From an optimization exercise on the open Yosys and OpenROAD flow, aimed at small area; shortcuts taken in it are not production practice. The RTL was checked by simulation tests, not by an equivalence proof against the original design. Power is estimated from default activity; no workload was simulated.

## pwm_top
module pwm_top #(
    parameter integer WIDTH = 16
)(
    input  wire              clk_psc_i,      
    input  wire              rst_n_i,        
    input  wire [7:0]        addr_i,
    input  wire [15:0]       wdata_i,
    output wire [15:0]       rdata_o,
    input  wire              wr_en_i,
    input  wire              rd_en_i,
    output wire              pwm_ch1_a_o, pwm_ch1_b_o,
    output wire              pwm_ch2_a_o, pwm_ch2_b_o,
    output wire              pwm_ch3_a_o, pwm_ch3_b_o,
    output wire              pwm_ch4_a_o, pwm_ch4_b_o,
    output wire              pwm_ch5_a_o, pwm_ch5_b_o,
    output wire              pwm_ch6_a_o, pwm_ch6_b_o,
    output wire              pwm_ch7_a_o, pwm_ch7_b_o,
    output wire              pwm_ch8_a_o, pwm_ch8_b_o
);
    wire                cnt_en_1_w;
    wire [WIDTH-1:0]    psc_preload_1_w;
    wire [WIDTH-1:0]    arr_preload_1_w;
    wire [WIDTH-1:0]    cfg_reg_ch1;
    wire [WIDTH-1:0]    cmp_ch1_start_w, cmp_ch1_end_w;
    wire [7:0]          dtg_ch1_w;
    wire [WIDTH-1:0]    cfg_reg_ch2;
    wire [WIDTH-1:0]    cmp_ch2_start_w, cmp_ch2_end_w;
    wire [7:0]          dtg_ch2_w;
    wire                cnt_en_2_w;
    wire [WIDTH-1:0]    psc_preload_2_w;
    wire [WIDTH-1:0]    arr_preload_2_w;
    wire [WIDTH-1:0]    cfg_reg_ch3;
    wire [WIDTH-1:0]    cmp_ch3_start_w, cmp_ch3_end_w;
    wire [7:0]          dtg_ch3_w;
    wire [WIDTH-1:0]    cfg_reg_ch4;
    wire [WIDTH-1:0]    cmp_ch4_start_w, cmp_ch4_end_w;
    wire [7:0]          dtg_ch4_w;
    wire                cnt_en_3_w;
    wire [WIDTH-1:0]    psc_preload_3_w;
    wire [WIDTH-1:0]    arr_preload_3_w;
    wire [WIDTH-1:0]    cfg_reg_ch5;
    wire [WIDTH-1:0]    cmp_ch5_start_w, cmp_ch5_end_w;
    wire [7:0]          dtg_ch5_w;
    wire [WIDTH-1:0]    cfg_reg_ch6;
    wire [WIDTH-1:0]    cmp_ch6_start_w, cmp_ch6_end_w;
    wire [7:0]          dtg_ch6_w;
    wire                cnt_en_4_w;
    wire [WIDTH-1:0]    psc_preload_4_w;
    wire [WIDTH-1:0]    arr_preload_4_w;
    wire [WIDTH-1:0]    cfg_reg_ch7;
    wire [WIDTH-1:0]    cmp_ch7_start_w, cmp_ch7_end_w;
  ...
clock: 10.0 ns
lec_check: 0
cap_margin: 20
core_margin: 2
core_utilization: 45
cts_buf_list: sky130_fd_sc_hd__clkbuf_16
cts_cluster_diameter: 80
cts_cluster_size: 24
slew_margin: 20
run.sh (not shown) runs the stock make flow with config.mk's settings and CLKGATE_MAP_FILE= SYNTH_SCRIPT=/design/flow/synth_recipe.tcl, a recipe that flattens the netlist after the stock synthesis.
Rerun with:
==> flow/flow/run.sh (new file) <==
#!/bin/bash
# Own layout flow: the standard flow (standard.sh) with two changes:
#  1. synthesis maps the logic with an area-oriented ABC script (flow/abc_area.script)
#     instead of ORFS's; everything before ABC (including the flip-flop mapping) and
#     after it is ORFS's synthesis as synth_recipe.tcl runs it.
#  2. CTS runs without dummy loads.
# Each tool's full output goes to a log file in this folder (run_*.log) and ORFS's logs.
set -euo pipefail
cd "$(dirname "$0")/.."
WORK=$PWD
mkdir -p "$WORK/myflow"

# synth.tcl with the ABC script swapped for ours
sed 's#^source $::env(SCRIPTS_DIR)/synth_preamble.tcl#source $::env(SCRIPTS_DIR)/synth_preamble.tcl\nset abc_args [lreplace $abc_args 1 1 '"$WORK"'/flow/abc_area.script]#' \
  "$FLOW_HOME/scripts/synth.tcl" > "$WORK/myflow/synth.tcl"
grep -q "flow/abc_area.script" "$WORK/myflow/synth.tcl"
sed 's#source $::env(SCRIPTS_DIR)/synth.tcl#source '"$WORK"'/myflow/synth.tcl#' \
  "$WORK/synth_recipe.tcl" > "$WORK/myflow/synth_recipe.tcl"
grep -q "myflow/synth.tcl" "$WORK/myflow/synth_recipe.tcl"

# standard.sh with our synthesis script and CTS arguments
CTS_ARGS="-sink_clustering_enable -repair_clock_nets -dont_use_dummy_load -sink_clustering_size 24 -sink_clustering_max_diameter 80 -buf_list sky130_fd_sc_hd__clkbuf_16"
sed -e "s#SYNTH_SCRIPT=[^ ]*synth_recipe.tcl#SYNTH_SCRIPT=$WORK/myflow/synth_recipe.tcl 'CTS_ARGS=$CTS_ARGS'#" \
  "$WORK/standard.sh" > "$WORK/myflow/standard.sh"
grep -q "myflow/synth_recipe.tcl" "$WORK/myflow/standard.sh"

bash "$WORK/myflow/standard.sh" > "$WORK/run_standard.log" 2>&1
==> flow/flow/abc_area.script (new file) <==
strash
dch -f
amap
strash
dch -f
amap
strash
dch -f
amap
topo
stime -c
buffer -c
upsize -c
dnsize -c
==> flow/standard.sh (new file) <==
#!/bin/bash
# synth_recipe.tcl (not shown) runs the flow's synth.tcl, then flattens the netlist and writes it again
# the make line also repeats each setting of config.mk as NAME=value (left out here)
make -C /OpenROAD-flow-scripts/flow DESIGN_CONFIG=/design/flow/config.mk WORK_HOME=/design/flow/orfs CLKGATE_MAP_FILE= SYNTH_SCRIPT=/design/flow/synth_recipe.tcl "${@:-finish}"
--- a/flow/config.mk
+++ b/flow/config.mk
@@ -9,3 +9,3 @@
 export CORE_MARGIN = 2
-export CORE_UTILIZATION = 45
+export CORE_UTILIZATION = 70
 export CTS_BUF_LIST = sky130_fd_sc_hd__clkbuf_16
removed: flow/run.sh
Effect:
- total power grows by a few percent
- critical path depth grows by 1
- cell area shrinks by a little under a tenth
- non-clock buffer count grows by 5

==> static timing again, ports no longer ideal <==
In the flow no input, the clock included, has a driving cell. The finished layouts below were timed again as built, in two steps.
Step 1: set_driving_cell puts a clkbuf_16 on clk_psc_i and a buf_2 on each other input, an assumption about the parent block.
Step 2 moves the port delays by t, midway between the first and last clock arrival at a register: inputs arrive t later, outputs are due t later. That takes back most of the time a late clock gives input paths.
Three values: no drivers, after step 1, after step 2; two values: the first two.
| run | t, ns | slack for setup (ns) | cell pins on the clock port's net |
|---|---|---|---|
| the first run | 0.794 | 1.315 / 1.274 / 1.274 | 1 |
| the second run | 0.744 | 1.183 / 1.160 / 1.160 | 1 |
After both steps every run listed still meets setup and hold. The setup slack of the first run, which loses most, moves by -0.041 ns with the drivers and by -0.041 ns with both steps.
